This is an optimization exercise on Yosys and OpenROAD, whose aim is small area, not a production implementation. Where RTL was checked, it was by simulation tests only, not by an equivalence proof against the original. Function not checked in runs 1 to 3: the RTL went through the layout flow alone. Power and IR drop assume default switching activity.

$ cat flow/config.mk
export PLATFORM = sky130hd
export DESIGN_NAME = tank_game
export DESIGN_NICKNAME = tank_game
export VERILOG_FILES = /design/flow/design.v
export SDC_FILE = /design/flow/constraint.sdc
export NUM_CORES = 4
export LEC_CHECK = 0
export CAP_MARGIN = 20
export CORE_MARGIN = 2
export CORE_UTILIZATION = 35
export PLACE_DENSITY = 0.5
export SLEW_MARGIN = 20
$ cat flow/constraint.sdc
create_clock -name core_clock -period 40.0 [get_ports {clk}]
set_input_delay 8.0000 -clock core_clock [delete_from_list [all_inputs] [get_ports {clk}]]
set_output_delay 8.0000 -clock core_clock [all_outputs]
set_load 0.01 [all_outputs]
$ cat flow/design.v
module tg_wall(
    input  [5:0] x,
    input  [5:0] y,
    output       wall
);
    wire y_a = (y >= 6'd7)  & (y <= 6'd8);
    wire y_b = (y >= 6'd7)  & (y <= 6'd15);
    wire y_c = ((y >= 6'd14) & (y <= 6'd15)) | ((y >= 6'd23) & (y <= 6'd24));
    wire y_d = (y >= 6'd30) & (y <= 6'd36);
    wire y_e = (y >= 6'd35) & (y <= 6'd36);
    assign wall = (y <= 6'd1) | (y >= 6'd42) | (x <= 6'd2) | (x >= 6'd61)
                | (y_a & (x >= 6'd29) & (x <= 6'd40))
                | (y_b & (x >= 6'd35) & (x <= 6'd40))
                | (y_c & (((x >= 6'd9) & (x <= 6'd22)) | ((x >= 6'd35) & (x <= 6'd52))))
                | (y_d & (x >= 6'd26) & (x <= 6'd31))
                | (y_e & (x >= 6'd26) & (x <= 6'd37));
endmodule
module tg_wall_ahead(
    input  [5:0] tx,
    input  [5:0] ty,
    input  [1:0] facing,
    output reg   wall
);
    function automatic rin(input [5:0] v, input integer lo, input integer hi);
        integer t;
        begin
            t = v;
            rin = (t >= lo) && (t <= hi);
        end
    endfunction
    wire xc = rin(tx, 7, 24) | rin(tx, 33, 54);
    wire yc = rin(ty, 12, 17) | rin(ty, 21, 26);
    wire up    = (ty == 6'd4) | (((ty == 6'd18) | (ty == 6'd27)) & xc)
               | ((ty == 6'd11) & rin(tx, 27, 42)) | ((ty == 6'd39) & rin(tx, 24, 39));
    wire down  = (ty == 6'd39) | ((ty == 6'd4) & rin(tx, 27, 42))
               | (((ty == 6'd11) | (ty == 6'd20)) & xc)
               | ((ty == 6'd27) & rin(tx, 24, 33)) | ((ty == 6'd32) & rin(tx, 24, 39));
    wire left  = (tx == 6'd5) | ((tx == 6'd43) & rin(ty, 5, 17))
               | (((tx == 6'd25) | (tx == 6'd55)) & yc)
               | ((tx == 6'd34) & rin(ty, 28, 38)) | ((tx == 6'd40) & rin(ty, 33, 38));
    wire right = (tx == 6'd58) | ((tx == 6'd26) & rin(ty, 5, 10))
               | ((tx == 6'd32) & (rin(ty, 5, 17) | rin(ty, 21, 26)))
               | ((tx == 6'd6) & yc) | ((tx == 6'd23) & rin(ty, 28, 38));
    always @* begin
        case (facing)
            2'd0: wall = up;
            2'd1: wall = down;
            2'd2: wall = left;
            default: wall = right;
        endcase
    end
endmodule
module tg_tank #(
    parameter [5:0] INIT_X = 6'd6,
    parameter [5:0] INIT_Y = 6'd38,
    parameter [1:0] INIT_DIR = 2'd3
) (
    input            clk,
    input            rst_n,
    input      [2:0] dir_in,       
    input            frame,
    input            end_screen,
    input            hurt,
    output reg [5:0] x,
    output reg [5:0] y,
    output reg [2:0] life,
    output reg [1:0] dir
);
    reg [1:0] cnt;
    reg [2:0] last;
    wire same = (last == dir_in);
    wire move = frame & same & (cnt == 2'd3) & ~last[2];
    wire turn = frame & ~dir_in[2] & ((cnt == 2'd0) | move);
    function automatic [5:0] radd(input [5:0] a, input [5:0] b, input ci);
        reg cy;
        integer i;
        begin
            cy = ci;
            for (i = 0; i < 6; i = i + 1) begin
                radd[i] = a[i] ^ b[i] ^ cy;
                cy = (a[i] & b[i]) | (cy & (a[i] ^ b[i]));
            end
        end
    endfunction
    wire [5:0] c  = last[1] ? x : y;
    wire [5:0] cn = radd(c, {{5{~last[0]}}, 1'b1}, 1'b0);
    wire [1:0] cnt_n = {cnt[1] ^ cnt[0], ~cnt[0]};
    wire [2:0] life_n = {life[2] ^ (life[1:0] == 2'b00), life[1] ^ ~life[0], ~life[0]};
    always @(posedge clk or negedge rst_n) begin
        if (~rst_n) begin
            cnt  <= 2'd0;
            last <= 3'd4;
            dir  <= INIT_DIR;
            x    <= INIT_X;
            y    <= INIT_Y;
            life <= 5;
        end else begin
            if (frame) begin
                cnt  <= same ? cnt_n : 2'd0;
                last <= dir_in;
            end
            if (turn) dir <= dir_in[1:0];
            if (end_screen) begin
                x    <= INIT_X;
                y    <= INIT_Y;
                life <= 5;
            end else begin
                if (move &  last[1]) x <= cn;
                if (move & ~last[1]) y <= cn;
                if (hurt) life <= life_n;
            end
        end
    end
endmodule
module tg_shell(
    input            clk,
    input            rst_n,
    input            fire,
    input            game,         
    input            end_screen,
    input      [1:0] dir_in,
    input      [5:0] tank_x,       
    input      [5:0] tank_y,
    input      [5:0] hx,           
    input      [5:0] hy,
    output reg [5:0] x,
    output reg [5:0] y,
    output           valid,
    output           hit
);
    reg       fly;
    reg       vanish;
    reg [3:0] count;
    reg [1:0] rdir;
    wire wall;
    tg_wall u_wall(.x(x), .y(y), .wall(wall));
    function automatic [5:0] radd(input [5:0] a, input [5:0] b, input ci);
        reg cy;
        integer i;
        begin
            cy = ci;
            for (i = 0; i < 6; i = i + 1) begin
                radd[i] = a[i] ^ b[i] ^ cy;
                cy = (a[i] & b[i]) | (cy & (a[i] ^ b[i]));
            end
        end
    endfunction
    wire [5:0] dx = radd(x, hx, 1'b0);
    wire [5:0] dy = radd(y, hy, 1'b0);
    wire in_x = (dx[5:3] == 3'd0) & ~(dx[2] & (dx[1] | dx[0]));
    wire in_y = (dy[5:3] == 3'd0) & ~(dy[2] & (dy[1] | dy[0]));
    wire live = fly & ~vanish;
    assign hit = live & in_x & in_y;
    assign valid = ~fly | vanish | end_screen;
    wire fb = count[3] ^ count[2] ^ (count[2:0] == 3'b000);
    wire [3:0] count_n = {count[2:0], fb};
    wire step = (count == 4'b1000);
    wire [5:0] c  = rdir[1] ? x : y;
    wire [5:0] cn = radd(c, {{5{~rdir[0]}}, 1'b1}, 1'b0);
    wire load = ~fly | end_screen;
    always @(posedge clk) begin
        if (~rst_n) fly <= 1'b0;
        else if (end_screen) fly <= 1'b0;
        else if (fly) fly <= ~vanish;
        else fly <= fire;
        vanish <= game & live & (wall | in_x & in_y);
        count <= fly ? count_n : 4'd0;
        if (~fly) rdir <= dir_in;
        if (load) begin
            x <= tank_x;
            y <= tank_y;
        end else if (step) begin
            if (rdir[1]) x <= cn;
            else y <= cn;
        end
    end
endmodule
module tank_game(
    input        clk,
    input        rst_n,
    input        press_up_1,
    input        press_down_1,
    input        press_left_1,
    input        press_right_1,
    input        press_fire_1,
    input        press_up_2,
    input        press_down_2,
    input        press_left_2,
    input        press_right_2,
    input        press_fire_2,
    input        vga_busy,
    input  [5:0] vga_x,
    input  [5:0] vga_y,
    output       is_map,
    output [1:0] game_state,
    output [1:0] who_wins,
    output [5:0] tank_1_x,
    output [5:0] tank_1_y,
    output [1:0] tank_1_dir,
    output [2:0] tank_1_life,
    output [5:0] tank_2_x,
    output [5:0] tank_2_y,
    output [1:0] tank_2_dir,
    output [2:0] tank_2_life,
    output [4:0] valid_1_shell,
    output [4:0] valid_2_shell,
    output [5:0] shell_1_0_x, output [5:0] shell_1_0_y,
    output [5:0] shell_1_1_x, output [5:0] shell_1_1_y,
    output [5:0] shell_1_2_x, output [5:0] shell_1_2_y,
    output [5:0] shell_1_3_x, output [5:0] shell_1_3_y,
    output [5:0] shell_1_4_x, output [5:0] shell_1_4_y,
    output [5:0] shell_2_0_x, output [5:0] shell_2_0_y,
    output [5:0] shell_2_1_x, output [5:0] shell_2_1_y,
    output [5:0] shell_2_2_x, output [5:0] shell_2_2_y,
    output [5:0] shell_2_3_x, output [5:0] shell_2_3_y,
    output [5:0] shell_2_4_x, output [5:0] shell_2_4_y
);
localparam [1:0] START = 2'd0, GAME = 2'd1, END = 2'd2;
reg  [1:0] state;
reg  [1:0] wins;
reg        map_q;
reg        frame;
reg  [2:0] cmd_1, cmd_2;
reg        fire_q_1, fire_q_2;
reg        hit_1, hit_2;           
reg        hurt_1, hurt_2;
wire game = (state == GAME);
wire end_screen = (state == END);
assign game_state = state;
assign who_wins = wins;
assign is_map = map_q;
tg_tank #(.INIT_X(6'd6), .INIT_Y(6'd38), .INIT_DIR(2'd3)) u_tank_1(
    .clk(clk), .rst_n(rst_n), .dir_in(cmd_1), .frame(frame), .end_screen(end_screen),
    .hurt(hurt_1), .x(tank_1_x), .y(tank_1_y), .life(tank_1_life), .dir(tank_1_dir));
tg_tank #(.INIT_X(6'd57), .INIT_Y(6'd6), .INIT_DIR(2'd2)) u_tank_2(
    .clk(clk), .rst_n(rst_n), .dir_in(cmd_2), .frame(frame), .end_screen(end_screen),
    .hurt(hurt_2), .x(tank_2_x), .y(tank_2_y), .life(tank_2_life), .dir(tank_2_dir));
function automatic [6:0] rsub(input [5:0] a, input [5:0] b);
    reg cy;
    integer i;
    begin
        cy = 1'b1;
        for (i = 0; i < 6; i = i + 1) begin
            rsub[i] = a[i] ^ ~b[i] ^ cy;
            cy = (a[i] & ~b[i]) | (cy & (a[i] ^ ~b[i]));
        end
        rsub[6] = ~cy;
    end
endfunction
wire [6:0] ddx = rsub(tank_1_x, tank_2_x);
wire [6:0] ddy = rsub(tank_1_y, tank_2_y);
wire dx_pos = ~ddx[6] & (ddx[5:0] != 6'd0) & (ddx[5:0] <= 6'd6);      
wire dx_neg = ddx[6] & (ddx[5:0] >= 6'd58);                           
wire dx_near = ~ddx[6] ? (ddx[5:0] <= 6'd5) : (ddx[5:0] >= 6'd59);     
wire dy_pos = ~ddy[6] & (ddy[5:0] != 6'd0) & (ddy[5:0] <= 6'd6);
wire dy_neg = ddy[6] & (ddy[5:0] >= 6'd58);
wire dy_near = ~ddy[6] ? (ddy[5:0] <= 6'd5) : (ddy[5:0] >= 6'd59);
wire wa_1, wa_2;
tg_wall_ahead u_wa_1(.tx(tank_1_x), .ty(tank_1_y), .facing(tank_1_dir), .wall(wa_1));
tg_wall_ahead u_wa_2(.tx(tank_2_x), .ty(tank_2_y), .facing(tank_2_dir), .wall(wa_2));
reg tk_1, tk_2;
always @* begin
    case (tank_1_dir)
        2'd0: tk_1 = dy_pos & dx_near;
        2'd1: tk_1 = dy_neg & dx_near;
        2'd2: tk_1 = dx_pos & dy_near;
        default: tk_1 = dx_neg & dy_near;
    endcase
    case (tank_2_dir)
        2'd0: tk_2 = dy_neg & dx_near;
        2'd1: tk_2 = dy_pos & dx_near;
        2'd2: tk_2 = dx_neg & dy_near;
        default: tk_2 = dx_pos & dy_near;
    endcase
end
wire blk_1 = wa_1 | tk_1;
wire blk_2 = wa_2 | tk_2;
function automatic [2:0] command(input up, input down, input left, input right,
                                 input [1:0] facing, input blocked);
    reg [1:0] p;
    begin
        p = ~up ? 2'd0 : ~down ? 2'd1 : ~left ? 2'd2 : 2'd3;
        if (up & down & left & right) command = 3'd4;
        else if (facing != p) command = {1'b0, p};
        else command = blocked ? 3'd4 : {1'b0, p};
    end
endfunction
wire [2:0] next_cmd_1 = command(press_up_1, press_down_1, press_left_1, press_right_1,
                                tank_1_dir, blk_1);
wire [2:0] next_cmd_2 = command(press_up_2, press_down_2, press_left_2, press_right_2,
                                tank_2_dir, blk_2);
wire [5:0] hx_1 = ~tank_2_x + 6'd3, hy_1 = ~tank_2_y + 6'd3;    
wire [5:0] hx_2 = ~tank_1_x + 6'd3, hy_2 = ~tank_1_y + 6'd3;
function automatic [4:0] lowest(input [4:0] v);
    lowest = {v[4] & ~|v[3:0], v[3] & ~|v[2:0], v[2] & ~|v[1:0], v[1] & ~v[0], v[0]};
endfunction
wire [4:0] shot_1 = frame & fire_q_1 ? lowest(valid_1_shell) : 5'd0;
wire [4:0] shot_2 = frame & fire_q_2 ? lowest(valid_2_shell) : 5'd0;
wire [4:0] sh_hit_1, sh_hit_2;
wire [5:0] sx_1 [0:4], sy_1 [0:4], sx_2 [0:4], sy_2 [0:4];
genvar k;
generate
    for (k = 0; k < 5; k = k + 1) begin : g_shell
        tg_shell u_1(.clk(clk), .rst_n(rst_n), .fire(shot_1[k]), .game(game),
            .end_screen(end_screen), .dir_in(tank_1_dir), .tank_x(tank_1_x), .tank_y(tank_1_y),
            .hx(hx_1), .hy(hy_1), .x(sx_1[k]), .y(sy_1[k]), .valid(valid_1_shell[k]),
            .hit(sh_hit_1[k]));
        tg_shell u_2(.clk(clk), .rst_n(rst_n), .fire(shot_2[k]), .game(game),
            .end_screen(end_screen), .dir_in(tank_2_dir), .tank_x(tank_2_x), .tank_y(tank_2_y),
            .hx(hx_2), .hy(hy_2), .x(sx_2[k]), .y(sy_2[k]), .valid(valid_2_shell[k]),
            .hit(sh_hit_2[k]));
    end
endgenerate
assign shell_1_0_x = sx_1[0]; assign shell_1_0_y = sy_1[0];
assign shell_1_1_x = sx_1[1]; assign shell_1_1_y = sy_1[1];
assign shell_1_2_x = sx_1[2]; assign shell_1_2_y = sy_1[2];
assign shell_1_3_x = sx_1[3]; assign shell_1_3_y = sy_1[3];
assign shell_1_4_x = sx_1[4]; assign shell_1_4_y = sy_1[4];
assign shell_2_0_x = sx_2[0]; assign shell_2_0_y = sy_2[0];
assign shell_2_1_x = sx_2[1]; assign shell_2_1_y = sy_2[1];
assign shell_2_2_x = sx_2[2]; assign shell_2_2_y = sy_2[2];
assign shell_2_3_x = sx_2[3]; assign shell_2_3_y = sy_2[3];
assign shell_2_4_x = sx_2[4]; assign shell_2_4_y = sy_2[4];
wire map_wall;
tg_wall u_map(.x(vga_x), .y(vga_y), .wall(map_wall));
wire start_press = ~press_left_1 & ~press_left_2;
wire lose_1 = hit_2 & (tank_1_life <= 3'd1);
wire lose_2 = hit_1 & (tank_2_life <= 3'd1);
always @(posedge clk or negedge rst_n) begin
    if (~rst_n) state <= START;
    else if (game) state <= (lose_1 | lose_2) ? END : GAME;
    else if (start_press) state <= GAME;
end
always @(posedge clk) begin
    wins     <= game ? (lose_1 ? 2'd2 : lose_2 ? 2'd1 : 2'd0) : (end_screen ? wins : 2'd0);
    map_q    <= game & map_wall;
    frame    <= game & ~vga_busy;
    fire_q_1 <= game & (fire_q_1 ? ~frame : ~press_fire_1);
    fire_q_2 <= game & (fire_q_2 ? ~frame : ~press_fire_2);
    cmd_1    <= game ? next_cmd_1 : 3'd4;
    cmd_2    <= game ? next_cmd_2 : 3'd4;
    hit_1    <= game & (|sh_hit_1);
    hit_2    <= game & (|sh_hit_2);
    hurt_1   <= game & hit_2 & ~lose_1;
    hurt_2   <= game & hit_1 & ~lose_2;
end
endmodule
$ cat flow/flow/run.sh
#!/bin/bash
# Layout: the standard ORFS flow, with the smallest buffer on the ports and
# no dummy loads in the clock tree.
set -euo pipefail
export BUFFER_PORTS_ARGS="-buffer_cell sky130_fd_sc_hd__buf_1"
export CTS_ARGS="-sink_clustering_enable -repair_clock_nets -dont_use_dummy_load -buf_list sky130_fd_sc_hd__clkbuf_8"
bash standard.sh > standard.log 2>&1
$ cat flow/standard.sh
#!/bin/bash
# synth_recipe.tcl (not shown) runs the flow's synth.tcl, then flattens the netlist and writes it again
# the make line also repeats each setting of config.mk as NAME=value (left out here)
make -C /OpenROAD-flow-scripts/flow DESIGN_CONFIG=/design/flow/config.mk WORK_HOME=/design/flow/orfs CLKGATE_MAP_FILE= SYNTH_SCRIPT=/design/flow/synth_recipe.tcl "${@:-finish}"
==> flow_summary.json, run 1 <==
{
  "cts_max_path_buffers": 3,
  "syn_inst": 2220,
  "rr_worst_depth": 16,
  "min_period_ns": 10.36,
  "synthesis.nets": 2441,
  "overflow": 0,
  "cp.required_ns": 32.00,
  "r2r-start": "u_tank_1.x[0]$_DFFE_PN0P_",
  "tns_ns": 0,
  "cp_num_buf_inv": 3,
  "synth_top_family_by_area": "adder cells",
  "synth_top_cell_area_share_pct": 20.7,
  "drive_gt1_share_pct": 6.96,
  "die_w_um": 246,
  "ir_drop_mv": 0.0282,
  "synthAdderAreaFrac_pct": 17.5,
  "grt_util_met2_pct": 35.1,
  "yosysTopAreaCell": "edfxtp_1",
  "fmax_ghz": 0.0966,
  "grt_pass1_vias": 16900,
  "coreArea_um2": 57900,
  "grt_max_degree": 48,
  "cts_buffers": 48,
  "grtUsageTotal_pct": 22.2,
  "crit_slowest_cell": "buf_4",
  "die-area_um2": 60700,
  "path_max_fanout": 44,
  "clkTransAtPathRegs_ns": 0.06,
  "grt_pass1_wl_um": 102000,
  "ys.flop_type": "edfxtp_1",
  "setup_ws_ns": 29.64,
  "cpPeakStageDelay_ns": 0.49,
  "fin_nets": 2578,
  "holdBufCountCts": 0,
  "ys_seq_area_share_pct": 33.7,
  "finalPower_w": 0.00165,
  "synth-seq-cells": 262,
  "dp_hpwl_um": 48400,
  "rows": 88,
  "whs_ns": 0.458,
  "cts_tree": "yes",
  "synth-compound-area-share_pct": 17.3,
  "area_delta_synth_final_pct": 9.97,
  "grt_busiest_layer": "met2",
  "rsz0062_at_grt": "no",
  "setup.worst_path.start_class": "register",
  "port_buffers": 193,
  "muxShareOfSynthArea_pct": 3.82,
  "arrival_ns": 2.36,
  "startpoint": "state[1]$_DFFE_PN0P_",
  "grt_util_met3_pct": 3.99,
  "cp_num_cells": 6,
  "drc_errors": 0,
  "wire_per_inst_um": 21.8,
  "synth-edff-count": 142,
  "vias": 17400,
  "critical_path_class": "register to output port",
  "synthArstFlopShare_pct": 17.6,
  "max-cap-violations": 0,
  "run_status": "no timing/DRC/antenna violations",
  "ys_warn_count": 5,
  "htree_num_levels": 2,
  "viasPerCell": 5.58,
  "cts.sinks": 262,
  "die_h_um": 246,
  "dr.pass1.iters": 6,
  "crit_top_cell": "buf_4",
  "yosys.area_share.simple_pct": 16.7,
  "gp_congestion": 0.906,
  "slew_headroom_pct": 28.7,
  "setup_violations": 0,
  "crit_chain": "nor2b_4 > buf_4 > nor2_1 > buf_4 > nand2_1 > buf_1",
  "clk-insertion-delay-late_ns": 0.63,
  "timing.final.max_slew_violations": 0,
  "leakagePower_nw": 8.38,
  "fin_worst_skew_ns": 0.0311,
  "rr_endpoint": "cmd_2[1]$_SDFF_PP0_",
  "antenna_found_initial": 5,
  "ios": 194,
  "crit_end": "valid_2_shell[3]",
  "ff2ff_setup_slack_ns": 34.15,
  "p_per_area_nw_per_um2": 73.1,
  "worst_slew_pin_slew_ns": 1.07,
  "globalRouteMet1Util_pct": 31.4,
  "synth.distinct_cells": 99,
  "finalHoldViolations": 0,
  "crit_family": "buffers and inverters",
  "syn-cell-area_um2": 20600,
  "period_share_pct": 25.9,
  "postRouteAntennaNets": 0,
  "root_buffer": "clkbuf_8",
  "dp_slack_ns": 30.32,
  "synth.avg_cell_area_um2": 9.26,
  "ctsResizeCount": 0,
  "initial_core_util_pct": 35.5,
  "synth.area.top_cells": "edfxtp_1, fa_1, dfxtp_1, o21ai_0, a21oi_1",
  "hold_path_class": "register to register",
  "post_cts_buffers": 0,
  "wirelength_um": 68100,
  "end_kind": "output port",
  "first_iter_violations": 1460,
  "synth_xor_xnor_area_share_pct": 4.70
}
==> synth_stat cells, drive strengths merged (7+ instances only) <==
library cell	n
edfxtp	142
dfstp	20
xnor2	72
o21ai	157
or2	8
ha	58
a2111oi	29
nor3	63
a31oi	25
nand4	25
nand2	170
inv	181
o31ai	7
nor2b	32
dfrtp	26
or3	28
a32oi	7
o211ai	21
nor2	199
a21oi	151
buf	35
o2111ai	10
clkbuf	107
mux2i	56
o21a	22
nor4	18
and3	12
xor2	35
maj3	10
nand3	56
mux2	20
a21boi	12
a211oi	13
nand2b	20
o221ai	8
nor3b	7
o41ai	8
and2	22
o22ai	18
dfxtp	74
fa	138
==> flip-flops by register name, indices dropped and copies added, names as in the netlist, 5 cells and up <==
register and count:
g_shell.u_1.fly 5, u_tank_2.y 6, g_shell.u_2.count 20, g_shell.u_2.rdir 10, g_shell.u_1.count 20, g_shell.u_1.vanish 5, g_shell.u_1.x 30, u_tank_1.x 6
g_shell.u_1.y 30, u_tank_1.y 6, g_shell.u_2.y 30, u_tank_2.x 6, g_shell.u_2.x 30, g_shell.u_2.vanish 5, g_shell.u_1.rdir 10, g_shell.u_2.fly 5
==> how the worst min path moves through the flow <==
stage	slack (ns)	from	cells after the start	end
final	0.46	g_shell[1].u_2.count[2]$_SDFF_PN0_	2	g_shell[1].u_2.count[3]$_SDFF_PN0_
after global placement	0.44	g_shell[1].u_2.count[2]$_SDFF_PN0_	2	g_shell[1].u_2.count[3]$_SDFF_PN0_
after global routing	0.49	g_shell[1].u_2.count[2]$_SDFF_PN0_	2	g_shell[1].u_2.count[3]$_SDFF_PN0_
after floorplan	0.43	g_shell[0].u_1.count[2]$_SDFF_PN0_	2	g_shell[0].u_1.count[3]$_SDFF_PN0_
after CTS	0.46	g_shell[1].u_2.count[2]$_SDFF_PN0_	2	g_shell[1].u_2.count[3]$_SDFF_PN0_
after detailed placement	0.45	g_shell[0].u_2.count[2]$_SDFF_PN0_	2	g_shell[0].u_2.count[3]$_SDFF_PN0_
==> layout make-up <==
type	count	area (um^2)
diodes	1	2.50
fillers	5924	35300
clock buffers	48	661
repair buffers	229	996
inverters	182	683
well taps	765	957
multi-input cells	1634	12400
flip-flops and latches	262	6920
==> through the flow <==
step	util, %	std cells	cell area [um^2]
6_report	39.0	3121	22600
5_1_grt	39.0	3121	22600
4_1_cts	39.0	3120	22600
3_5_place_dp	37.9	3072	21900
3_3_place_gp	37.9	3072	21900
2_1_floorplan	-	2220	20600
==> power breakdown <==
group | total, W | switching [W] | internal [W]
clock | 0.000214 | 0.000109 | 0.000105
combinational | 0.000904 | 0.000518 | 0.000386
sequential | 0.000536 | 0.000166 | 0.000370
==> cells in the final DEF (no fill, tap or decap), drive strengths merged, types with 10 or more instances in the layout <==
cell     netlist  layout
xnor2         72      72
nor3          63      63
o21ai        157     157
xor2          35      35
nor4          18      18
fa           138     138
clkbuf       107      49
mux2          20      20
ha            58      58
nor2b         32      32
buf           35     228
o2111ai       10      10
nand2b        20      20
dfxtp         74      74
nand2        170     170
a211oi        13      13
o211ai        21      21
o22ai         18      18
mux2i         56      56
o21a          22      22
and2          22      22
a31oi         25      25
edfxtp       142     142
dfstp         20      20
inv          181     181
nand3         56      56
nor2         199     199
dfrtp         26      26
a21boi        12      12
and3          12      12
maj3          10      10
nand4         25      25
or3           28      28
a21oi        151     151
a2111oi       29      29
==> logic make-up after synthesis <==
| family | after synthesis |
|---|---|
| compound gates | 545 |
| xor+xnor | 107 |
| simple gates | 700 |
| flops | 262 |
| fa+ha+maj | 206 |
| buf+inv | 324 |
| mux | 76 |
==> layer usage <==
metal  vias to the layer above  wire length, um  share of wire (%)
met5                         -               24              0.035
met4                         4             1460                2.1
met3                       100             4480                6.6
met2                       586            31100                 46
met1                      8613            31000                 46
li1                       8119                -                  -
==> tightest hold or removal path: cells and delay by family (launching register included) <==
kind,cells,cell delay (ns)
DFF,1,0.31
and+or+nand+nor,1,0.04
buffers and inverters,1,0.07
==> run 2, diff against run 1 <==
==> flow/flow/run.sh (replaced) <==
#!/bin/bash
# Layout: the standard ORFS flow, with the smallest buffer on the ports and
# no dummy loads in the clock tree.
set -euo pipefail
export BUFFER_PORTS_ARGS="-buffer_cell sky130_fd_sc_hd__buf_1"
export CTS_ARGS="-sink_clustering_enable -repair_clock_nets -dont_use_dummy_load -buf_list sky130_fd_sc_hd__clkbuf_4"
bash standard.sh > standard.log 2>&1
==> run 2 against run 1 <==
Synthesized cell count is the same. Sequential power about the same. Non-clock buffer count stayed put. Count of clock-buffer cells in the layout increased by 29. Via count rose by 1.1%. Register-to-register slack gained 0.07 ns. Total power is 1.2% lower. Maximum frequency down 1.6%. Still clean. Final area decreased by 0.36%. Sequential share of layout area up 0.11 points.
==> flow_summary.json, run 2 <==
{
  "route.met3.wl_um": 4670,
  "arrival_ns": 2.52,
  "hold_path_class": "register to register",
  "drc_errors": 0,
  "synth.distinct_cells": 99,
  "syn-cell-area_um2": 20600,
  "gp_congestion": 0.906,
  "grtUsageTotal_pct": 22.4,
  "htree_num_levels": 3,
  "run_status": "no timing/DRC/antenna violations",
  "synth_common_cells": "nor2_1, inv_1, nand2_1",
  "met2_wirelength_um": 31300,
  "cts_buffers": 77,
  "dr.pass1.iters": 6,
  "p_sw_share_pct": 48.5,
  "coreArea_um2": 57900,
  "wirelength_um": 68100,
  "synthArstFlopShare_pct": 17.6,
  "grt_pass1_vias": 17100,
  "synth.area.top_cells": "edfxtp_1, fa_1, dfxtp_1, o21ai_0, a21oi_1",
  "min_period_ns": 10.52,
  "ys.flop_type": "edfxtp_1",
  "crit_top_cell": "buf_4",
  "ctsResizeCount": 0,
  "initial_core_util_pct": 35.5,
  "root_buffer": "clkbuf_4",
  "grt_max_degree": 48,
  "die-area_um2": 60700,
  "fin_nets": 2607,
  "layout_common_cells": "nor2_1, buf_1, inv_1",
  "wire_per_inst_um": 21.6,
  "crit_slowest_cell": "buf_4",
  "finalHoldViolations": 0,
  "postRouteAntennaNets": 0,
  "final_common_cell": "nor2_1",
  "holdBufCountCts": 0,
  "yosysTopAreaCell": "edfxtp_1",
  "pwr-share-clk_pct": 12.0,
  "end_kind": "output port",
  "synth.avg_cell_area_um2": 9.26,
  "crit_chain": "nor2b_4 > buf_4 > nor2_1 > buf_4 > nand2_1 > buf_1",
  "seq_area_um2": 6920,
  "first_iter_violations": 1395,
  "clk-insertion-delay-late_ns": 0.81,
  "synth_top_cell_area_share_pct": 20.7,
  "whs_ns": 0.398,
  "critical_path_class": "register to output port",
  "fill_cells": 5974,
  "path_max_fanout": 44,
  "drive_gt1_share_pct": 8.10,
  "vias": 17600,
  "tns_ns": 0,
  "setup_violations": 0,
  "pwr-share-comb_pct": 55.3,
  "die_w_um": 246,
  "synth-seq-cells": 262,
  "ios": 194,
  "fmax_ghz": 0.0950,
  "cts_tree": "yes",
  "port_buffers": 193,
  "fin_worst_skew_ns": 0.0941,
  "cp.required_ns": 32.00,
  "cts_max_path_buffers": 3,
  "synthesis.nets": 2441,
  "rsz0062_at_grt": "no",
  "fin_util_pct": 38.9,
  "leakagePower_nw": 8.38,
  "overflow": 0,
  "synth_most_common_cell": "nor2_1",
  "viasPerCell": 5.59,
  "p_sw_w": 0.000792,
  "synth-edff-count": 142,
  "syn_inst": 2220,
  "grt_pass1_wl_um": 103000,
  "area_delta_synth_final_pct": 9.57,
  "p_int_w": 0.000842,
  "multi_input_area_um2": 12400,
  "rows": 88,
  "dp_hpwl_um": 48400,
  "routed.top_layer": "met5",
  "period_share_pct": 26.3,
  "cpPeakStageDelay_ns": 0.49,
  "ys_seq_area_share_pct": 33.7,
  "seqPwrFrac_pct": 32.8,
  "ys_warn_count": 5,
  "timing.final.max_slew_violations": 0,
  "slew_headroom_pct": 28.6,
  "worst_slew_pin_slew_ns": 1.07,
  "cts.sinks": 262,
  "clkTransAtPathRegs_ns": 0.06,
  "met1_length_um": 30600,
  "ir_drop_mv": 0.0333,
  "max-cap-violations": 0,
  "setup.worst_path.start_class": "register",
  "post_cts_buffers": 0,
  "p_per_area_nw_per_um2": 72.5,
  "die_h_um": 246,
  "antenna_found_initial": 5
}
[run 2: cells by family after synthesis]
group | after synthesis | synth area share [%]
adders and majority gates | 206 | 17.5
xor gates and xnor gates | 107 | 4.70
DFF | 262 | 33.7
and+or+nand+nor | 700 | 16.7
muxes | 76 | 3.82
buffers and inverters | 324 | 6.32
AOI/OAI and AO/OA | 545 | 17.3
[run 2: layout make-up]
cell class / count / area share [%]
diodes: 1 / 0.0111
multi-input cells: 1634 / 55.0
flip-flops and latches: 262 / 30.7
inverters: 182 / 3.03
well taps: 765 / 4.25
repair buffers: 229 / 4.42
clock buffers: 77 / 2.57
[run 2: per-stage QoR]
stage	cell area, um^2	setup slack, ns	std cells	total power, W
floorplan	20600	30.47	2220	0.00114
finish	22500	29.48	3150	0.00163
CTS	22500	29.44	3149	0.00165
global route	22500	29.32	3150	0.00180
detailed placement	21900	30.32	3072	0.00144
global placement	21900	30.34	3072	0.00142
[run 2: path summary, 6_finish.rpt]
kind,cells past startpoint,slack [ns],start,endpoint
max,6,29.48,state[1]$_DFFE_PN0P_,valid_2_shell[3]
min,2,0.40,g_shell[0].u_1.count[2]$_SDFF_PN0_,g_shell[0].u_1.count[3]$_SDFF_PN0_
max reg2reg,16,34.22,u_tank_1.x[0]$_DFFE_PN0P_,cmd_2[1]$_SDFF_PP0_
min reg2reg,2,0.40,g_shell[0].u_1.count[2]$_SDFF_PN0_,g_shell[0].u_1.count[3]$_SDFF_PN0_
max in group asynchronous,2,32.16,rst_n,u_tank_1.y[0]$_DFFE_PN0P_
min in group asynchronous,2,7.33,rst_n,u_tank_2.y[4]$_DFFE_PN0P_
[run 2: layer usage]
layer | up-vias | global-route usage [%]
met2 | 576 | 35.3
met1 | 8748 | 31.2
met3 | 102 | 4.18
met5 | - | 0
li1 | 8191 | -
met4 | 4 | 6.40
[run 2: power by group through the flow]
| stage | clock (W) | combinational, W | sequential [W] |
|---|---|---|---|
| floorplan | 0 | 0.000672 | 0.000468 |
| global route | 0.000216 | 0.00103 | 0.000552 |
| finish | 0.000195 | 0.000903 | 0.000535 |
| global placement | 0 | 0.000881 | 0.000536 |
| CTS | 0.000205 | 0.000910 | 0.000535 |
| detailed placement | 0 | 0.000904 | 0.000539 |
[run 2: critical path: cells and delay by family, from the launching register on]
| family | cells | cell delay [ns] |
|---|---|---|
| simple gates | 3 | 0.41 |
| flops | 1 | 0.44 |
| buf+inv | 3 | 0.89 |
==> run 3, diff against run 2 <==
--- a/flow/design.v
+++ b/flow/design.v
@@ -86,29 +86,28 @@
     wire [5:0] cn = radd(c, {{5{~last[0]}}, 1'b1}, 1'b0);
     wire [1:0] cnt_n = {cnt[1] ^ cnt[0], ~cnt[0]};
     wire [2:0] life_n = {life[2] ^ (life[1:0] == 2'b00), life[1] ^ ~life[0], ~life[0]};
+    always @(posedge clk) begin
+        if (~rst_n | end_screen) begin
+            x    <= INIT_X;
+            y    <= INIT_Y;
+            life <= 5;
+        end else begin
+            if (move &  last[1]) x <= cn;
+            if (move & ~last[1]) y <= cn;
+            if (hurt) life <= life_n;
+        end
+    end
     always @(posedge clk or negedge rst_n) begin
         if (~rst_n) begin
             cnt  <= 2'd0;
             last <= 3'd4;
             dir  <= INIT_DIR;
-            x    <= INIT_X;
-            y    <= INIT_Y;
-            life <= 5;
         end else begin
             if (frame) begin
                 cnt  <= same ? cnt_n : 2'd0;
                 last <= dir_in;
             end
             if (turn) dir <= dir_in[1:0];
-            if (end_screen) begin
-                x    <= INIT_X;
-                y    <= INIT_Y;
-                life <= 5;
-            end else begin
-                if (move &  last[1]) x <= cn;
-                if (move & ~last[1]) y <= cn;
-                if (hurt) life <= life_n;
-            end
         end
     end
 endmodule
==> flow/flow/run.sh (replaced) <==
#!/bin/bash
# Layout: the standard ORFS flow, except that
#  - the standard synthesis's logic between the registers is re-mapped by ABC
#    for area (registers untouched: same cells, same names);
#  - the ports get the smallest buffer;
#  - the clock tree uses clkbuf_4 in clusters of at most 8 sinks, no dummy loads.
set -euo pipefail
W=$PWD
R=$W/orfs/results/$FLOW_PLATFORM/tank_game/base
LIB=$FLOW_HOME/platforms/$FLOW_PLATFORM/lib/sky130_fd_sc_hd__tt_025C_1v80.lib
export BUFFER_PORTS_ARGS="-buffer_cell sky130_fd_sc_hd__buf_1"
export CTS_ARGS="-sink_clustering_enable -repair_clock_nets -dont_use_dummy_load -buf_list sky130_fd_sc_hd__clkbuf_4 -sink_clustering_size 8 -sink_clustering_max_diameter 50"

bash standard.sh $R/1_2_yosys.v > $W/synth.log 2>&1
cp $R/1_2_yosys.v $W/standard_synth.v
sed -e "s#{LIB}#$LIB#g" -e "s#{IN}#$W/standard_synth.v#" -e "s#{OUT}#$W/remapped.v#" \
    -e "s#{TOP}#$FLOW_TOP#" -e "s#{ABC}#$W/flow/area.abc#" $W/flow/remap.ys > $W/remap.ys
yosys -q -l $W/remap.log -s $W/remap.ys > /dev/null
cp $W/remapped.v $R/1_2_yosys.v
touch $R/1_2_yosys.v $R/1_2_yosys.sdc
bash standard.sh > $W/layout.log 2>&1
==> flow/flow/area.abc (new file) <==
&get -n
&st
&b
&dc2
&dch -f
&nf -R 1000
&st
&b
&dc2
&dch -f
&nf -R 1000
&st
&b
&dc2
&dch -f
&nf -R 1000
&st
&b
&dc2
&dch -f
&nf -R 1000
&put
topo
==> flow/flow/remap.ys (new file) <==
# Re-map the standard synthesis's logic for area. The registers are kept as
# they are (same cells, same names): only the cells between them are re-mapped.
read_liberty -ignore_miss_func -ignore_miss_dir {LIB}
blackbox sky130_fd_sc_hd__df* sky130_fd_sc_hd__edf* sky130_fd_sc_hd__sdf* sky130_fd_sc_hd__sedf* sky130_fd_sc_hd__dl* sky130_fd_sc_hd__lpflow_inputisolatch_1
read_verilog {IN}
hierarchy -top {TOP}
flatten
opt_clean
techmap
opt -fast
abc -liberty {LIB} -script {ABC} -dont_use sky130_fd_sc_hd__probe_p_8 -dont_use sky130_fd_sc_hd__probec_p_8 -dont_use sky130_fd_sc_hd__lpflow_*
read_liberty -lib -ignore_redef {LIB}
opt_clean -purge
setundef -zero
hilomap -singleton -hicell sky130_fd_sc_hd__conb_1 HI -locell sky130_fd_sc_hd__conb_1 LO
stat -liberty {LIB}
check -assert
write_verilog -noattr -nohex -nodec {OUT}
==> run 3 against run 2 <==
Still clean on timing, DRC and antenna. Maximum frequency decreased by 4.2%. Largest cell class unchanged. Sequential power is 25% lower. Synthesized area shrank 9.2%. Die area is 9.1% lower. Highest routed layer is now met4.
==> flow_summary.json, run 3 <==
{
  "timing.final.max_slew_violations": 0,
  "multi_input_area_um2": 11800,
  "p_int_w": 0.000484,
  "run_status": "no timing/DRC/antenna violations",
  "ctsResizeCount": 0,
  "grt_max_degree": 30,
  "gp_congestion": 0.902,
  "critical_path_class": "register to output port",
  "rr_endpoint": "cmd_2[1]$_SDFF_PP0_",
  "viasPerCell": 5.97,
  "final_area_um2": 21000,
  "syn-cell-area_um2": 18700,
  "ios": 194,
  "p_sw_share_pct": 39.9,
  "synthesis.nets": 2315,
  "arrival_ns": 2.99,
  "htree_num_levels": 2,
  "fill_cells": 5398,
  "min_to": "g_shell[2].u_1.count[1]$_SDFF_PN0_",
  "area_delta_synth_final_pct": 12.7,
  "hold_path_class": "register to register",
  "whs_ns": 0.392,
  "antenna_found_initial": 3,
  "cts_buffers": 47,
  "p_per_area_nw_per_um2": 38.3,
  "initial_core_util_pct": 35.4,
  "finalHoldViolations": 0,
  "clk-insertion-delay-late_ns": 0.81,
  "clkTransAtPathRegs_ns": 0.10,
  "wire_per_inst_um": 22.1,
  "setup.worst_path.start_class": "register",
  "max-cap-violations": 0,
  "grt_pass1_wl_um": 108000,
  "dp_hpwl_um": 49500,
  "wirelength_um": 72200,
  "r2r-start": "u_tank_2.x[1]$_SDFFE_PP0P_",
  "cts_tree": "yes",
  "root_buffer": "clkbuf_4",
  "die-area_um2": 55200,
  "seqPwrFrac_pct": 49.5,
  "layout_common_cells": "nand2_1, nor2_1, o21ai_0",
  "min_period_ns": 10.99,
  "end_kind": "output port",
  "cts_max_path_buffers": 3,
  "coreArea_um2": 52700,
  "slew_headroom_pct": 26.7,
  "first_iter_violations": 1738,
  "synth.avg_cell_area_um2": 8.15,
  "ir_drop_mv": 0.0176,
  "rsz0062_at_grt": "no",
  "ys_warn_count": 5,
  "crit_slowest_cell": "and2_0",
  "dp_slack_ns": 29.80,
  "cpPeakStageDelay_ns": 0.56,
  "syn_inst": 2290,
  "fmax_ghz": 0.0910,
  "finalPower_w": 0.000806,
  "p_sw_w": 0.000322,
  "hold_depth": 1,
  "die_h_um": 235,
  "pwr-share-clk_pct": 19.1,
  "setup_violations": 0,
  "setup_ws_ns": 29.01,
  "vias": 19500,
  "final_common_cell": "nand2_1",
  "grt_pass1_vias": 17800,
  "worst_slew_pin_slew_ns": 1.10,
  "post_dp_cell_area_um2": 20600,
  "holdCritStartpoint": "g_shell[2].u_1.count[0]$_SDFF_PN0_",
  "pwr-share-comb_pct": 31.4,
  "dr.pass1.iters": 8,
  "fin_nets": 2607,
  "cp.required_ns": 32.00,
  "cts.sinks": 262,
  "holdBufCountCts": 0,
  "drive_gt1_share_pct": 4.34,
  "overflow": 0,
  "rr_worst_depth": 14,
  "leakagePower_nw": 7.39,
  "postRouteAntennaNets": 0,
  "grtUsageTotal_pct": 25.1,
  "path_max_fanout": 18,
  "crit_chain": "nand2b_2 > buf_4 > and2_0 > nand2b_1 > buf_1",
  "seq_area_um2": 6750,
  "drc_errors": 0,
  "ff2ff_setup_slack_ns": 35.15,
  "tns_ns": 0,
  "port_buffers": 193,
  "rows": 84,
  "fin_worst_skew_ns": 0.123,
  "die_w_um": 235,
  "period_share_pct": 27.5,
  "post_cts_buffers": 0
}
## run 3: layout make-up
class | count | area share [%]
Sequential cell | 262 | 32.1
Inverter | 55 | 0.982
Clock buffer | 47 | 1.68
Timing Repair Buffer | 243 | 5.22
Multi-Input combinational cell | 1973 | 55.9
Tap cell | 688 | 4.09
Antenna cell | 1 | 0.0119
## run 3: how the worst max path moves through the flow
| stage | from | to | slack, ns | cells after the start |
|---|---|---|---|---|
| after floorplan | state[0]$_DFFE_PN0P_ | valid_1_shell[3] | 30.27 | 3 |
| after global placement | state[0]$_DFFE_PN0P_ | valid_1_shell[3] | 29.88 | 5 |
| after detailed placement | state[0]$_DFFE_PN0P_ | valid_1_shell[3] | 29.80 | 5 |
| after CTS | state[0]$_DFFE_PN0P_ | valid_1_shell[3] | 28.96 | 5 |
| after global routing | state[0]$_DFFE_PN0P_ | valid_1_shell[3] | 28.83 | 5 |
| final | state[0]$_DFFE_PN0P_ | valid_1_shell[3] | 29.01 | 5 |
## run 3: layer usage
metal,vias to the layer above,GRT usage (%),share of wire (%)
li1,9161,-,-
met1,9430,34.5,45
met2,797,39.8,45
met3,136,3.10,6.3
met4,0,10.3,3.9
met5,-,0,0
## run 3: through the flow
step	utilization [%]	cells
floorplan	-	2290
global placement	39.2	3220
detailed placement	39.2	3220
CTS	39.8	3267
global route	39.9	3269
finish	39.9	3269
## run 3: worst max-delay path: cells and delay by family, from the launching register on
kind                   cells  cell delay [ns]
buffers and inverters      2             0.57
and+or+nand+nor            3             1.25
DFF                        1             0.40
## run 3: power groups by stage
stage,Combinational [W],Clock (W),Sequential [W]
after floorplan,0.000190,0,0.000380
after global placement,0.000245,0,0.000403
after detailed placement,0.000250,0,0.000402
after CTS,0.000251,0.000159,0.000397
after global routing,0.000285,0.000169,0.000405
final,0.000253,0.000154,0.000399
==> run 4, diff against run 3 <==
--- a/flow/design.v
+++ b/flow/design.v
@@ -120,7 +120,9 @@
     input      [1:0] dir_in,
     input      [5:0] tank_x,       
     input      [5:0] tank_y,
-    input      [5:0] hx,           
+    input      [5:0] lx,           
+    input      [5:0] hx,
+    input      [5:0] ly,
     input      [5:0] hy,
     output reg [5:0] x,
     output reg [5:0] y,
@@ -144,10 +146,18 @@
             end
         end
     endfunction
-    wire [5:0] dx = radd(x, hx, 1'b0);
-    wire [5:0] dy = radd(y, hy, 1'b0);
-    wire in_x = (dx[5:3] == 3'd0) & ~(dx[2] & (dx[1] | dx[0]));
-    wire in_y = (dy[5:3] == 3'd0) & ~(dy[2] & (dy[1] | dy[0]));
+    function automatic ge(input [5:0] a, input [5:0] b);
+        reg cy;
+        integer i;
+        begin
+            cy = 1'b1;
+            for (i = 0; i < 6; i = i + 1)
+                cy = (a[i] & ~b[i]) | (cy & (a[i] | ~b[i]));
+            ge = cy;
+        end
+    endfunction
+    wire in_x = ge(x, lx) & ge(hx, x);
+    wire in_y = ge(y, ly) & ge(hy, y);
     wire live = fly & ~vanish;
     assign hit = live & in_x & in_y;
     assign valid = ~fly | vanish | end_screen;
@@ -288,8 +298,10 @@
                                 tank_1_dir, blk_1);
 wire [2:0] next_cmd_2 = command(press_up_2, press_down_2, press_left_2, press_right_2,
                                 tank_2_dir, blk_2);
-wire [5:0] hx_1 = ~tank_2_x + 6'd3, hy_1 = ~tank_2_y + 6'd3;    
-wire [5:0] hx_2 = ~tank_1_x + 6'd3, hy_2 = ~tank_1_y + 6'd3;
+wire [5:0] lx_1 = tank_2_x - 6'd2, hx_1 = tank_2_x + 6'd2;    
+wire [5:0] ly_1 = tank_2_y - 6'd2, hy_1 = tank_2_y + 6'd2;
+wire [5:0] lx_2 = tank_1_x - 6'd2, hx_2 = tank_1_x + 6'd2;
+wire [5:0] ly_2 = tank_1_y - 6'd2, hy_2 = tank_1_y + 6'd2;
 function automatic [4:0] lowest(input [4:0] v);
     lowest = {v[4] & ~|v[3:0], v[3] & ~|v[2:0], v[2] & ~|v[1:0], v[1] & ~v[0], v[0]};
 endfunction
@@ -302,11 +314,11 @@
     for (k = 0; k < 5; k = k + 1) begin : g_shell
         tg_shell u_1(.clk(clk), .rst_n(rst_n), .fire(shot_1[k]), .game(game),
             .end_screen(end_screen), .dir_in(tank_1_dir), .tank_x(tank_1_x), .tank_y(tank_1_y),
-            .hx(hx_1), .hy(hy_1), .x(sx_1[k]), .y(sy_1[k]), .valid(valid_1_shell[k]),
+            .lx(lx_1), .hx(hx_1), .ly(ly_1), .hy(hy_1), .x(sx_1[k]), .y(sy_1[k]), .valid(valid_1_shell[k]),
             .hit(sh_hit_1[k]));
         tg_shell u_2(.clk(clk), .rst_n(rst_n), .fire(shot_2[k]), .game(game),
             .end_screen(end_screen), .dir_in(tank_2_dir), .tank_x(tank_2_x), .tank_y(tank_2_y),
-            .hx(hx_2), .hy(hy_2), .x(sx_2[k]), .y(sy_2[k]), .valid(valid_2_shell[k]),
+            .lx(lx_2), .hx(hx_2), .ly(ly_2), .hy(hy_2), .x(sx_2[k]), .y(sy_2[k]), .valid(valid_2_shell[k]),
             .hit(sh_hit_2[k]));
     end
 endgenerate
--- a/flow/config.mk
+++ b/flow/config.mk
@@ -5,8 +5,8 @@
 export SDC_FILE = /design/flow/constraint.sdc
 export NUM_CORES = 4
 export LEC_CHECK = 0
-export CAP_MARGIN = 20
+export CAP_MARGIN = 0
 export CORE_MARGIN = 2
 export CORE_UTILIZATION = 35
 export PLACE_DENSITY = 0.5
-export SLEW_MARGIN = 20
+export SLEW_MARGIN = 0
==> run 4 against run 3 <==
Global-route usage is 1.5 points higher. Count of clock-buffer cells in the layout shrank 3. Final cell count is 0.12% lower. Non-clock buffer count shrank 8. Critical path depth decreased by 1. Still clean. Critical path type unchanged.
==> flow_summary.json, run 4 <==
{
  "arrival_ns": 2.22,
  "coreArea_um2": 52400,
  "vias": 20200,
  "antenna_found_initial": 2,
  "initial_core_util_pct": 35.3,
  "holdCritStartpoint": "hit_1$_DFF_P_",
  "rows": 84,
  "first_iter_violations": 2239,
  "dp_hpwl_um": 51000,
  "post_cts_buffers": 0,
  "rsz0062_at_grt": "no",
  "clk-insertion-delay-late_ns": 0.81,
  "p_sw_share_pct": 39.9,
  "finalHoldViolations": 0,
  "syn_inst": 2293,
  "rr_worst_depth": 17,
  "root_buffer": "clkbuf_4",
  "ff2ff_setup_slack_ns": 35.26,
  "p_int_w": 0.000462,
  "grt_pass1_vias": 17900,
  "setup_violations": 0,
  "hold_depth": 2,
  "post_dp_cell_area_um2": 20400,
  "area_delta_synth_final_pct": 12.1,
  "dp_slack_ns": 29.93,
  "cts.sinks": 262,
  "postRouteAntennaNets": 0,
  "path_max_fanout": 34,
  "synth.avg_cell_area_um2": 8.09,
  "hold_path_class": "register to register",
  "cts_max_path_buffers": 3,
  "die_h_um": 234,
  "cts_tree": "yes",
  "slew_headroom_pct": 17.9,
  "tns_ns": 0,
  "p_per_area_nw_per_um2": 37.0,
  "r2r-start": "u_tank_2.y[0]$_SDFFE_PP0P_",
  "ir_drop_mv": 0.0309,
  "setup_ws_ns": 29.78,
  "final_common_cell": "nand2_1",
  "rr_endpoint": "cmd_2[1]$_SDFF_PP0_",
  "p_sw_w": 0.000307,
  "grtUsageTotal_pct": 26.5,
  "timing.final.max_slew_violations": 0,
  "overflow": 0,
  "pwr-share-comb_pct": 29.0,
  "grt_max_degree": 42,
  "htree_num_levels": 2,
  "drive_gt1_share_pct": 3.73,
  "max-cap-violations": 0,
  "final_area_um2": 20800,
  "critical_path_class": "register to output port",
  "layout_common_cells": "nand2_1, o21ai_0, nor2_1",
  "wire_per_inst_um": 22.9,
  "end_kind": "output port",
  "pwr-share-clk_pct": 19.9,
  "period_share_pct": 25.5,
  "syn-cell-area_um2": 18500,
  "cp.required_ns": 32.00,
  "port_buffers": 193,
  "grt_pass1_wl_um": 110000,
  "ctsResizeCount": 0,
  "synthesis.nets": 2318,
  "run_status": "no timing/DRC/antenna violations",
  "cts_buffers": 44,
  "min_to": "hurt_2$_DFF_P_",
  "die_w_um": 234,
  "holdBufCountCts": 0,
  "fin_nets": 2599,
  "seqPwrFrac_pct": 51.1,
  "drc_errors": 0,
  "fin_worst_skew_ns": 0.0910,
  "ys_warn_count": 5,
  "die-area_um2": 54800,
  "ios": 194,
  "viasPerCell": 6.18,
  "gp_congestion": 0.892,
  "worst_slew_pin_slew_ns": 1.22,
  "fin_util_pct": 39.6,
  "wirelength_um": 74800,
  "clkTransAtPathRegs_ns": 0.09,
  "fmax_ghz": 0.0979,
  "leakagePower_nw": 7.16,
  "setup.worst_path.start_class": "register",
  "dr.pass1.iters": 5,
  "min_period_ns": 10.22
}
==> run 4: power by group through the flow <==
| stage | combinational, W | clock [W] | sequential, W |
|---|---|---|---|
| finish | 0.000223 | 0.000153 | 0.000393 |
| global route | 0.000251 | 0.000165 | 0.000399 |
| CTS | 0.000220 | 0.000155 | 0.000391 |
| detailed placement | 0.000219 | 0 | 0.000397 |
| global placement | 0.000215 | 0 | 0.000396 |
| floorplan | 0.000164 | 0 | 0.000374 |
==> run 4: critical path: stages, from the launching register on <==
cell	delay, ns
dfrtp_1	0.40
nand2b_2	0.13
buf_4	0.46
nand2_1	0.22
buf_1	0.19
==> run 4: metrics by stage <==
stage | power (W) | std cells | hold slack, ns
6_report | 0.000769 | 3265 | 0.432
5_1_grt | 0.000816 | 3262 | 0.455
4_1_cts | 0.000767 | 3260 | 0.435
3_5_place_dp | 0.000616 | 3216 | 0.426
3_3_place_gp | 0.000611 | 3216 | 0.418
2_1_floorplan | 0.000538 | 2293 | 0.405
==> run 4: worst max path at each step <==
stage	end	startpoint	slack, ns	cells after the start
after global placement	u_tank_1.y[0]$_SDFFE_PP0P_	rst_n	29.94	4
after global routing	valid_1_shell[2]	state[0]$_DFFE_PN0P_	29.66	4
after floorplan	valid_2_shell[0]	state[0]$_DFFE_PN0P_	30.71	2
after CTS	valid_1_shell[2]	state[0]$_DFFE_PN0P_	29.72	4
after detailed placement	u_tank_2.x[2]$_SDFFE_PP0P_	rst_n	29.93	4
final	valid_1_shell[2]	state[0]$_DFFE_PN0P_	29.78	4
==> run 4: area by class of cell <==
class	instances	area, um^2
sequential	262	6760
multi-input combinational	1965	11500
clock buffer	44	330
fill	5440	31700
antenna	5	12.5
timing repair buffer	235	1040
tap	688	861
inverter	66	248
==> run 4: per-layer routing <==
metal	part of all wire, %	routed length (um)	vias to the layer above	track usage [%]
li1	-	-	9408	-
met1	45	33500	9702	37.9
met2	44	32700	941	40.6
met3	8.9	6680	134	5.02
met4	2.6	1930	0	7.69
met5	0	0	-	0
==> run 5, diff against run 4 <==
--- a/flow/config.mk
+++ b/flow/config.mk
@@ -8,5 +8,6 @@
 export CAP_MARGIN = 0
 export CORE_MARGIN = 2
 export CORE_UTILIZATION = 35
+export GPL_TIMING_DRIVEN = 0
 export PLACE_DENSITY = 0.5
 export SLEW_MARGIN = 0
==> run 5 against run 4 <==
First-iteration DRC count shrank 1.3%. Hold slack worse by 0.011 ns. Routed wire length down 4.9%. Register-to-register slack lost 1.1 ns. Synthesized area unchanged. Worst setup slack worse by 0.077 ns. Still clean.
==> flow_summary.json, run 5 <==
{
  "antenna_found_initial": 2,
  "hold_path_class": "register to register",
  "pwr-share-clk_pct": 19.7,
  "rsz0062_at_grt": "no",
  "rows": 84,
  "dp_hpwl_um": 48400,
  "layout_common_cells": "nand2_1, o21ai_0, nor2_1",
  "p_sw_w": 0.000298,
  "slew_headroom_pct": 6.82,
  "max-cap-violations": 0,
  "finalHoldViolations": 0,
  "timing.final.max_slew_violations": 0,
  "critical_path_class": "register to output port",
  "gp_congestion": 0.846,
  "dr.pass1.iters": 6,
  "clkTransAtPathRegs_ns": 0.09,
  "worst_slew_pin_slew_ns": 1.40,
  "initial_core_util_pct": 35.3,
  "grt_max_degree": 38,
  "syn-cell-area_um2": 18500,
  "p_per_area_nw_per_um2": 36.9,
  "synth.avg_cell_area_um2": 8.09,
  "area_delta_synth_final_pct": 11.1,
  "grtUsageTotal_pct": 25.3,
  "wirelength_um": 71100,
  "die_w_um": 234,
  "cts_max_path_buffers": 3,
  "p_int_w": 0.000462,
  "drive_gt1_share_pct": 2.64,
  "period_share_pct": 25.7,
  "htree_num_levels": 2,
  "post_dp_cell_area_um2": 20300,
  "ios": 194,
  "arrival_ns": 2.30,
  "viasPerCell": 6.11,
  "p_sw_share_pct": 39.2,
  "clk-insertion-delay-late_ns": 0.79,
  "pwr-share-comb_pct": 28.4,
  "cts.sinks": 262,
  "ctsResizeCount": 0,
  "cp.required_ns": 32.00,
  "setup_violations": 0,
  "seqPwrFrac_pct": 51.9,
  "end_kind": "output port",
  "synthesis.nets": 2318,
  "port_buffers": 193,
  "holdBufCountCts": 0,
  "cts_tree": "yes",
  "final_common_cell": "nand2_1",
  "coreArea_um2": 52400,
  "setup.worst_path.start_class": "register",
  "fmax_ghz": 0.0971,
  "finalNonFillerCells": 3227,
  "overflow": 0,
  "grt_pass1_wl_um": 106000,
  "first_iter_violations": 2210,
  "run_status": "no timing/DRC/antenna violations",
  "placed_cells": 3180,
  "syn_inst": 2293,
  "wire_per_inst_um": 22.0,
  "grt_pass1_vias": 17700,
  "drc_errors": 0,
  "root_buffer": "clkbuf_4",
  "final_area_um2": 20600,
  "leakagePower_nw": 7.02,
  "ir_drop_mv": 0.0210,
  "die_h_um": 234,
  "fin_nets": 2565,
  "die-area_um2": 54800,
  "postRouteAntennaNets": 0,
  "path_max_fanout": 22,
  "min_period_ns": 10.30,
  "fin_worst_skew_ns": 0.0936,
  "cts_buffers": 45,
  "post_cts_buffers": 0,
  "tns_ns": 0,
  "ys_warn_count": 5,
  "vias": 19700
}
[run 5: path summary, 6_finish.rpt]
kind	slack (ns)	cells past startpoint	to	start
setup / recovery	29.70	4	valid_1_shell[2]	state[0]$_DFFE_PN0P_
hold / removal	0.42	1	g_shell[1].u_1.count[2]$_SDFF_PN0_	g_shell[1].u_1.count[1]$_SDFF_PN0_
setup reg to reg	34.16	17	cmd_2[1]$_SDFF_PP0_	u_tank_2.x[0]$_SDFFE_PP1P_
hold reg to reg	0.42	1	g_shell[1].u_1.count[2]$_SDFF_PN0_	g_shell[1].u_1.count[1]$_SDFF_PN0_
max in group asynchronous	32.06	1	u_tank_2.last[0]$_DFFE_PN0P_	rst_n
min in group asynchronous	7.33	1	u_tank_1.cnt[0]$_DFFE_PN0P_	rst_n
[run 5: layer usage]
layer / track usage (%) / part of all wire (%) / vias up
li1: - / - / 9313
met5: 0 / 0 / -
met1: 36.3 / 45 / 9420
met4: 8.23 / 3.2 / 0
met3: 3.81 / 7.7 / 142
met2: 38.9 / 44 / 831
[run 5: area by class of cell]
class,count,area (um^2)
Fill cell,5420,31800
Multi-Input combinational cell,1965,11500
Sequential cell,262,6760
Tap cell,688,861
Timing Repair Buffer,200,845
Clock buffer,45,338
Inverter,66,248
Antenna cell,1,2.50
[run 5: stage by stage]
step	power (W)	worst slack [ns]	hold WS (ns)	util (%)
after floorplan	0.000538	30.71	0.405	-
after global placement	0.000606	29.40	0.429	38.4
after detailed placement	0.000610	29.48	0.431	38.6
after CTS	0.000760	29.61	0.427	39.3
after global routing	0.000809	29.61	0.460	39.3
final	0.000760	29.70	0.421	39.3
[run 5: worst max-delay path, cell delays in order (launching register included)]
cell,delay [ns]
dfrtp_1,0.42
nand2b_2,0.41
buf_12,0.28
nand2_1,0.16
buf_1,0.20
[run 5: power groups by stage]
stage                     combinational [W]  sequential, W  clock (W)
after floorplan                    0.000164       0.000374          0
after global placement             0.000209       0.000397          0
after detailed placement           0.000212       0.000398          0
after CTS                          0.000214       0.000392   0.000154
after global routing               0.000244       0.000401   0.000164
final                              0.000216       0.000394   0.000150

[port drivers added, routing unchanged]
The flow's constraints put no driver on any port. The routed layouts listed below were extracted and timed again, unchanged, in two steps.
Step 1 (the two cells are an assumption about what drives the block):
set clk [get_ports {clk}]
set_driving_cell -lib_cell sky130_fd_sc_hd__clkbuf_16 $clk
set_driving_cell -lib_cell sky130_fd_sc_hd__buf_2 [delete_from_list [all_inputs] $clk]
Step 2 moves the port delays by t, midway between the first and last clock arrival at a register: inputs arrive t later, outputs are due t later. That takes back most of the time a late clock gives input paths.
Three values: no drivers, after step 1, after step 2; two values: the first two.
run	t, ns	slack for setup (ns)	worst register clock-pin slew, ns	worst data-port slew with drivers (ns)
run 1	0.658	29.644 / 29.592 / 30.250	0.07 / 0.07	0.08
run 2	0.816	29.476 / 29.426 / 30.242	0.07 / 0.07	0.07
run 3	0.803	29.013 / 28.962 / 29.765	0.10 / 0.10	0.04
run 4	0.815	29.781 / 29.728 / 30.001	0.11 / 0.11	0.03
run 5	0.800	29.704 / 29.652 / 29.517	0.10 / 0.10	0.03
After both steps every run listed still meets setup and hold. For run 5, which loses most, drivers alone change the setup slack by -0.052 ns; drivers and shift together by -0.187 ns.
